Context: an optimization exercise on an open-source flow, tuned for small area and a short achievable clock period. The choices shown serve that exercise and are no tape-out recipe.
Where RTL was checked, it was by simulation tests only, not by an equivalence proof against the original.
Power is estimated from default activity; no workload was simulated.

## LCD_CTRL
module LCD_CTRL(clk,reset,datain,cmd,cmd_valid,dataout,output_valid,busy);
Size: roughly 1,400 cells after synthesis, roughly 610 flip-flops, ~24 I/O pins, about 19,000 um^2 of cells after synthesis.
Settings: LEC_CHECK=0, CAP_MARGIN=20, CORE_MARGIN=2, CORE_UTILIZATION=40, SETUP_SLACK_MARGIN=3.3, SLEW_MARGIN=20, SYNTH_HIERARCHICAL=1; clock period 5.5 ns.
run.sh (not shown) runs the stock make flow with config.mk's settings and CLKGATE_MAP_FILE= SYNTH_SCRIPT=/design/flow/synth_recipe.tcl, a recipe that flattens the netlist after the stock synthesis.
The starting point passed the timing, design-rule and antenna checks.
Rerun with:
- SETUP_SLACK_MARGIN: 3.3 -> 3.0
The changed run finished clean.
Wire length is about the same.
Clock skew grows by 0.011 ns.
Flip-flop and latch count is unchanged.
Core utilization shrinks by 0.44 points.
Synthesized cell count stays the same.
Sequential power barely changes.
Design area shrinks by about 0.9%.
Die area is unchanged.
Via count shrinks by 0.59%.
Final cell count shrinks by about 0.36%.
Hold slack barely changes.
No functional check of the RTL was part of any run of this note.


Another version of the RTL of LCD_CTRL (not shown whole).
Size: roughly 1400 cells after synthesis, about 24 I/O pins, roughly 18000 sq um of cells after synthesis.
make LEC_CHECK=0 CAP_MARGIN=20 CORE_MARGIN=2 CORE_UTILIZATION=40 CTS_CLUSTER_DIAMETER=60 CTS_CLUSTER_SIZE=40 SETUP_SLACK_MARGIN=3.3 SLEW_MARGIN=20 SYNTH_HIERARCHICAL=1 finish   # period 5.5 ns
The baseline went through all stages and came out clean.
Change:
--- a/flow/config.mk
+++ b/flow/config.mk
@@ -10,4 +10,5 @@
 export CORE_UTILIZATION = 40
+export CTS_BUF_LIST = sky130_fd_sc_hd__clkbuf_8
 export CTS_CLUSTER_DIAMETER = 60
-export CTS_CLUSTER_SIZE = 40
+export CTS_CLUSTER_SIZE = 14
 export SETUP_SLACK_MARGIN = 3.3
=> Core utilization came out lower by 1.2 points. Global-route usage came out higher by 0.37 points. Power came out lower by 6.0%. Die area is unchanged. Via count came out higher by about 0.32%. Wire length is about the same. Clock-buffer cell count came out higher by 21. Area after synthesis does not change. Setup slack loses 45 ps.


Setup of v6:
Another version of the RTL of LCD_CTRL (not shown whole).
Size: about 600 flip-flops, about 17000 sq um of cells after synthesis.
Settings: LEC_CHECK=0, CAP_MARGIN=20, CORE_MARGIN=2, CORE_UTILIZATION=40, CTS_CLUSTER_DIAMETER=100, CTS_CLUSTER_SIZE=25, SETUP_SLACK_MARGIN=3.3, SLEW_MARGIN=20, SYNTH_HIERARCHICAL=1, TNS_END_PERCENT=5; clock period 5.5 ns.
> inputs changed (v6 -> v7)
# v6
export LEC_CHECK = 0
export CAP_MARGIN = 20
export CORE_MARGIN = 2
export CORE_UTILIZATION = 40
export CTS_CLUSTER_DIAMETER = 100
export CTS_CLUSTER_SIZE = 25
export SETUP_SLACK_MARGIN = 3.3
export SLEW_MARGIN = 20
export SYNTH_HIERARCHICAL = 1
export TNS_END_PERCENT = 5
create_clock -name core_clock -period 5.5 [get_ports {clk}]
# v7
export LEC_CHECK = 0
export CAP_MARGIN = 20
export CORE_MARGIN = 2
export CORE_UTILIZATION = 50
export CTS_CLUSTER_DIAMETER = 100
export CTS_CLUSTER_SIZE = 25
export PLACE_DENSITY = 0.65
export SETUP_SLACK_MARGIN = 3.3
export SLEW_MARGIN = 20
export SYNTH_HIERARCHICAL = 1
create_clock -name core_clock -period 5.5 [get_ports {clk}]
### Flow results
- Compared with v6, first-iteration DRC count in v7 increased by a few percent.
- Looking at v7 and v6, the register share of the cell area is a wash.
- Clock skew across v7 and v6: no real change.
- Row die span in x: v7 lower / v6 higher
- v6 leaves more setup margin than v7.
- Number of pins exceeding their max-slew limit in the final report came out exactly the same in v7 and v6.
- Delta (v7 minus v6): final design instance area without fill saw little to no change; combinational cell power went up; fraction of power consumed by sequential logic has decreased; total die area fell about 20%.


The RTL this note starts from:
==> flow/design.v <==
module LCD_CTRL(clk,reset,datain,cmd,cmd_valid,dataout,output_valid,busy);
input clk;
input reset;
input [7:0] datain;
input [2:0] cmd;
input cmd_valid;
output [7:0] dataout;
output output_valid;
output busy;
reg [7:0] ring [0:63];
reg [5:0] phase;              
reg [5:0] base;               
reg       busy_r, ov_r;       
reg [3:0] cnt;                
reg [7:0] lo_n, hi_n;         
wire [7:0] lo_r = ~lo_n, hi_r = ~hi_n;
reg [2:0] ox, oy;
reg       mag;
reg [7:0] out_r;
reg [7:0] c00, c22, c_o, c_r, c_d, c_u;
integer i;
wire is_load = busy_r & ~ov_r;
wire accept  = ~busy_r & cmd_valid;
wire ox0 = (ox == 3'd0), ox4 = (ox == 3'd4);
wire oy0 = (oy == 3'd0), oy4 = (oy == 3'd4);
wire use_rd = busy_r | (mag & ~ox0 & (cmd == 3'd5));
wire [63:0] sel;
wire [7:0]  rd, out_d, first_n;
wire        nuse_rd = ~use_rd;
genvar g, b;
generate
  for (g = 0; g < 64; g = g + 1) begin : s
    assign sel[g] = ~(lo_n[g%8] | hi_n[g/8]);
  end
  for (b = 0; b < 8; b = b + 1) begin : rbit
    wire [20:0] t;
    wire        t21;
    wire [5:0]  u;
    wire        v0, v1;
    for (g = 0; g < 21; g = g + 1) begin : a3
      lcd_aoi222 ua (.a(sel[3*g]), .b(ring[3*g][b]), .c(sel[3*g+1]), .d(ring[3*g+1][b]),
                     .e(sel[3*g+2]), .f(ring[3*g+2][b]), .y(t[g]));
    end
    lcd_nand2 ub (.a(sel[63]), .b(ring[63][b]), .y(t21));
    lcd_nand4 n0 (.a(t[0]),  .b(t[1]),  .c(t[2]),  .d(t[3]),  .y(u[0]));
    lcd_nand4 n1 (.a(t[4]),  .b(t[5]),  .c(t[6]),  .d(t[7]),  .y(u[1]));
    lcd_nand4 n2 (.a(t[8]),  .b(t[9]),  .c(t[10]), .d(t[11]), .y(u[2]));
    lcd_nand4 n3 (.a(t[12]), .b(t[13]), .c(t[14]), .d(t[15]), .y(u[3]));
    lcd_nand4 n4 (.a(t[16]), .b(t[17]), .c(t[18]), .d(t[19]), .y(u[4]));
    lcd_nand2 n5 (.a(t[20]), .b(t21), .y(u[5]));
    lcd_nor3  m0 (.a(u[0]), .b(u[1]), .c(u[2]), .y(v0));
    lcd_nor3  m1 (.a(u[3]), .b(u[4]), .c(u[5]), .y(v1));
    lcd_nand2 m2 (.a(v0), .b(v1), .y(rd[b]));
    lcd_a32oi m3 (.a1(v0), .a2(v1), .a3(use_rd), .b1(nuse_rd), .b2(first_n[b]), .y(out_d[b]));
  end
endgenerate
function [15:0] oh;
  input [5:0] v;
  oh = {8'd1 << v[5:3], 8'd1 << v[2:0]};
endfunction
function [7:0] rotl;
  input [7:0] v;
  input [2:0] k;
  rotl = (v << k) | (v >> (4'd8 - k));
endfunction
function [15:0] oh_add;
  input [15:0] v;
  input [5:0]  k;
  reg          c;
  begin
    c = |(v[7:0] & ~(8'hff >> k[2:0]));
    oh_add = {c ? rotl(v[15:8], k[5:3] + 3'd1) : rotl(v[15:8], k[5:3]),
              rotl(v[7:0], k[2:0])};
  end
endfunction
wire mag_n = (cmd == 3'd2) | (mag & (cmd != 3'd1) & (cmd != 3'd3));
wire [15:0] rr = {hi_r, lo_r};
wire        row_next = (cnt[1:0] == 2'd2);
wire        at62     = lo_r[6] & hi_r[7];
reg  [15:0] busy_n;
always @* begin
  if (~ov_r)              busy_n = at62 ? oh(6'd61) : oh_add(rr, 6'd1);
  else if (cnt == 4'd14)  busy_n = oh(base + 6'd9);    
  else if (cnt == 4'd15)  busy_n = oh(base + 6'd2);    
  else if (mag)           busy_n = row_next ? oh_add(rr, 6'd60) : rr;
  else                    busy_n = row_next ? oh_add(rr, 6'd55) : oh_add(rr, 6'd63);
end
reg [5:0] bn;
always @* begin
  case (cmd)
    3'd2: bn = phase - 6'd18;
    3'd4: bn = ox4 ? base : base - 6'd1;
    3'd5: bn = ox0 ? base : base + 6'd1;
    3'd6: bn = oy0 ? base : base + 6'd8;
    3'd7: bn = oy4 ? base : base - 6'd8;
    default: bn = base;
  endcase
end
reg [5:0] idle_n;
always @* begin
  if (~cmd_valid)        idle_n = base + 6'd2;
  else if (cmd == 3'd1)  idle_n = 6'd63;
  else if (mag_n)        idle_n = bn;
  else                   idle_n = phase - 6'd1;
end
wire [15:0] ra_n = busy_r ? busy_n : oh(idle_n);
reg [5:0] bnp;
always @* begin
  case (cmd)
    3'd1: bnp = 6'd63;
    3'd2: bnp = phase - 6'd17;
    3'd4: bnp = ox4 ? base + 6'd1 : base;
    3'd5: bnp = ox0 ? base + 6'd1 : base + 6'd2;
    3'd6: bnp = oy0 ? base + 6'd1 : base + 6'd9;
    3'd7: bnp = oy4 ? base + 6'd1 : base - 6'd7;
    default: bnp = base + 6'd1;
  endcase
end
reg [7:0] first;
always @* begin
  case (cmd)
    3'd2: first = c22;
    3'd0: first = mag ? c_o : c00;
    3'd4: first = mag ? (ox4 ? c_o : c_r) : c00;
    3'd5: first = mag ? c_o : c00;
    3'd6: first = mag ? (oy0 ? c_o : c_u) : c00;
    3'd7: first = mag ? (oy4 ? c_o : c_d) : c00;
    default: first = c00;
  endcase
end
assign first_n = ~first;
always @(posedge clk) begin
  for (i = 63; i > 0; i = i - 1) ring[i] <= ring[i-1];
  ring[0] <= is_load ? datain : ring[63];
  out_r  <= out_d;
  {hi_n, lo_n} <= ~ra_n;
  phase  <= (accept & (cmd == 3'd1)) ? 6'd63 : phase + 6'd1;
  base   <= accept ? bnp : base + 6'd1;
  cnt    <= ov_r ? cnt + 4'd1 : 4'd0;
end
always @(posedge clk) begin
  if (is_load & lo_r[7] & hi_r[7]) c00 <= datain;
  if (is_load & lo_r[1] & hi_r[2]) c22 <= datain;
  if (ov_r & (cnt == 4'd0)) begin
    c_o <= out_r;
    c_r <= rd;
  end
  if (ov_r & (cnt == 4'd3))  c_d <= rd;
  if (ov_r & (cnt == 4'd15)) c_u <= rd;
end
always @(posedge clk) begin
  if (reset) begin
    busy_r <= 1'b0;
    ov_r   <= 1'b0;
  end else if (~busy_r) begin
    if (cmd_valid) begin
      busy_r <= 1'b1;
      ov_r   <= (cmd != 3'd1);
    end
  end else if (is_load) begin
    if (at62) ov_r <= 1'b1;
  end else if (cnt == 4'd15) begin
    busy_r <= 1'b0;
    ov_r   <= 1'b0;
  end
end
always @(posedge clk) begin
  if (accept) begin
    mag <= mag_n;
    case (cmd)
      3'd1: begin ox <= 3'd0; oy <= 3'd0; end
      3'd2: begin ox <= 3'd2; oy <= 3'd2; end
      3'd4: if (!ox4) ox <= ox + 3'd1;
      3'd5: if (!ox0) ox <= ox - 3'd1;
      3'd6: if (!oy0) oy <= oy - 3'd1;
      3'd7: if (!oy4) oy <= oy + 3'd1;
      default: ;
    endcase
  end
end
assign dataout      = out_r;
assign busy         = busy_r;
assign output_valid = ov_r;
endmodule
module lcd_aoi222(input a, b, c, d, e, f, output y);
  assign y = ~((a & b) | (c & d) | (e & f));
endmodule
module lcd_nand4(input a, b, c, d, output y);
  assign y = ~(a & b & c & d);
endmodule
module lcd_nand2(input a, b, output y);
  assign y = ~(a & b);
endmodule
module lcd_nor3(input a, b, c, output y);
  assign y = ~(a | b | c);
endmodule
module lcd_a32oi(input a1, a2, a3, b1, b2, output y);
  assign y = ~((a1 & a2 & a3) | (b1 & b2));
endmodule
==> flow/config.mk <==
export PLATFORM = sky130hd
export DESIGN_NAME = LCD_CTRL
export DESIGN_NICKNAME = LCD_CTRL
export VERILOG_FILES = /design/flow/design.v
export SDC_FILE = /design/flow/constraint.sdc
export NUM_CORES = 4
export LEC_CHECK = 0
export CAP_MARGIN = 20
export CORE_MARGIN = 2
export CORE_UTILIZATION = 40
export CTS_CLUSTER_DIAMETER = 100
export CTS_CLUSTER_SIZE = 30
export SETUP_SLACK_MARGIN = 3.3
export SLEW_MARGIN = 20
export SYNTH_HIERARCHICAL = 1
==> flow/constraint.sdc <==
create_clock -name core_clock -period 5.5 [get_ports {clk}]
set_input_delay 1.1000 -clock core_clock [delete_from_list [all_inputs] [get_ports {clk}]]
set_output_delay 1.1000 -clock core_clock [all_outputs]
set_load 0.01 [all_outputs]
Then changed:
Settings changed: CTS_CLUSTER_DIAMETER 100 to not set, CTS_CLUSTER_SIZE 30 to not set.
Area after synthesis stays the same.
Wire length rises by a few percent.
Clock power rises by well over a third.
Combinational power falls by a few percent.
Clock skew barely changes.
Die area stays the same.
Cell area rises by a few percent.
Worst hold slack stays flat.
Flip-flop and latch count is unchanged.
Function was not checked in any run of this note: the RTL went through the layout flow alone.

port drivers added, routing unchanged:
In the flow no input, the clock included, has a driving cell. The finished layouts below were timed again as built, in two steps.
Step 1 sets driving cells, clkbuf_16 on the clock port and buf_2 on the other inputs (assumed; they add their load-dependent delay and slew).
Step 2, shift: input delay + t, output delay - t, t = (earliest + latest rising clock arrival at the registers) / 2. This alone moves slack from input paths to output paths.
Slacks: ideal ports / drivers / drivers and shift; pairs: ideal ports / drivers.
| run | t (ns) | setup slack, ns | worst setup path at the end | cell pins on the clock port's net |
|---|---|---|---|---|
| the first run of note 1 | 0.649 | 3.037 / 3.037 / 2.451 | input to register | 1 |
| the second run of note 1 | 0.660 | 2.948 / 2.974 / 2.314 | input to register | 1 |
| the first run of note 2 | 0.657 | 3.301 / 3.253 / 2.611 | input to register | 1 |
| the second run of note 2 | 0.683 | 3.256 / 3.205 / 2.633 | input to register | 1 |
| v6 | 0.647 | 3.266 / 3.220 / 2.650 | input to register | 1 |
| v7 | 0.621 | 3.256 / 3.256 / 2.705 | input to register | 1 |
| the first run of note 4 | 0.635 | 3.111 / 3.095 / 2.460 | input to register | 1 |
| the second run of note 4 | 0.657 | 3.003 / 3.003 / 2.369 | input to register | 1 |
After both steps every run listed still meets setup and hold. The setup slack of the first run of note 2, which loses most, moves by -0.048 ns with the drivers and by -0.690 ns with both steps.
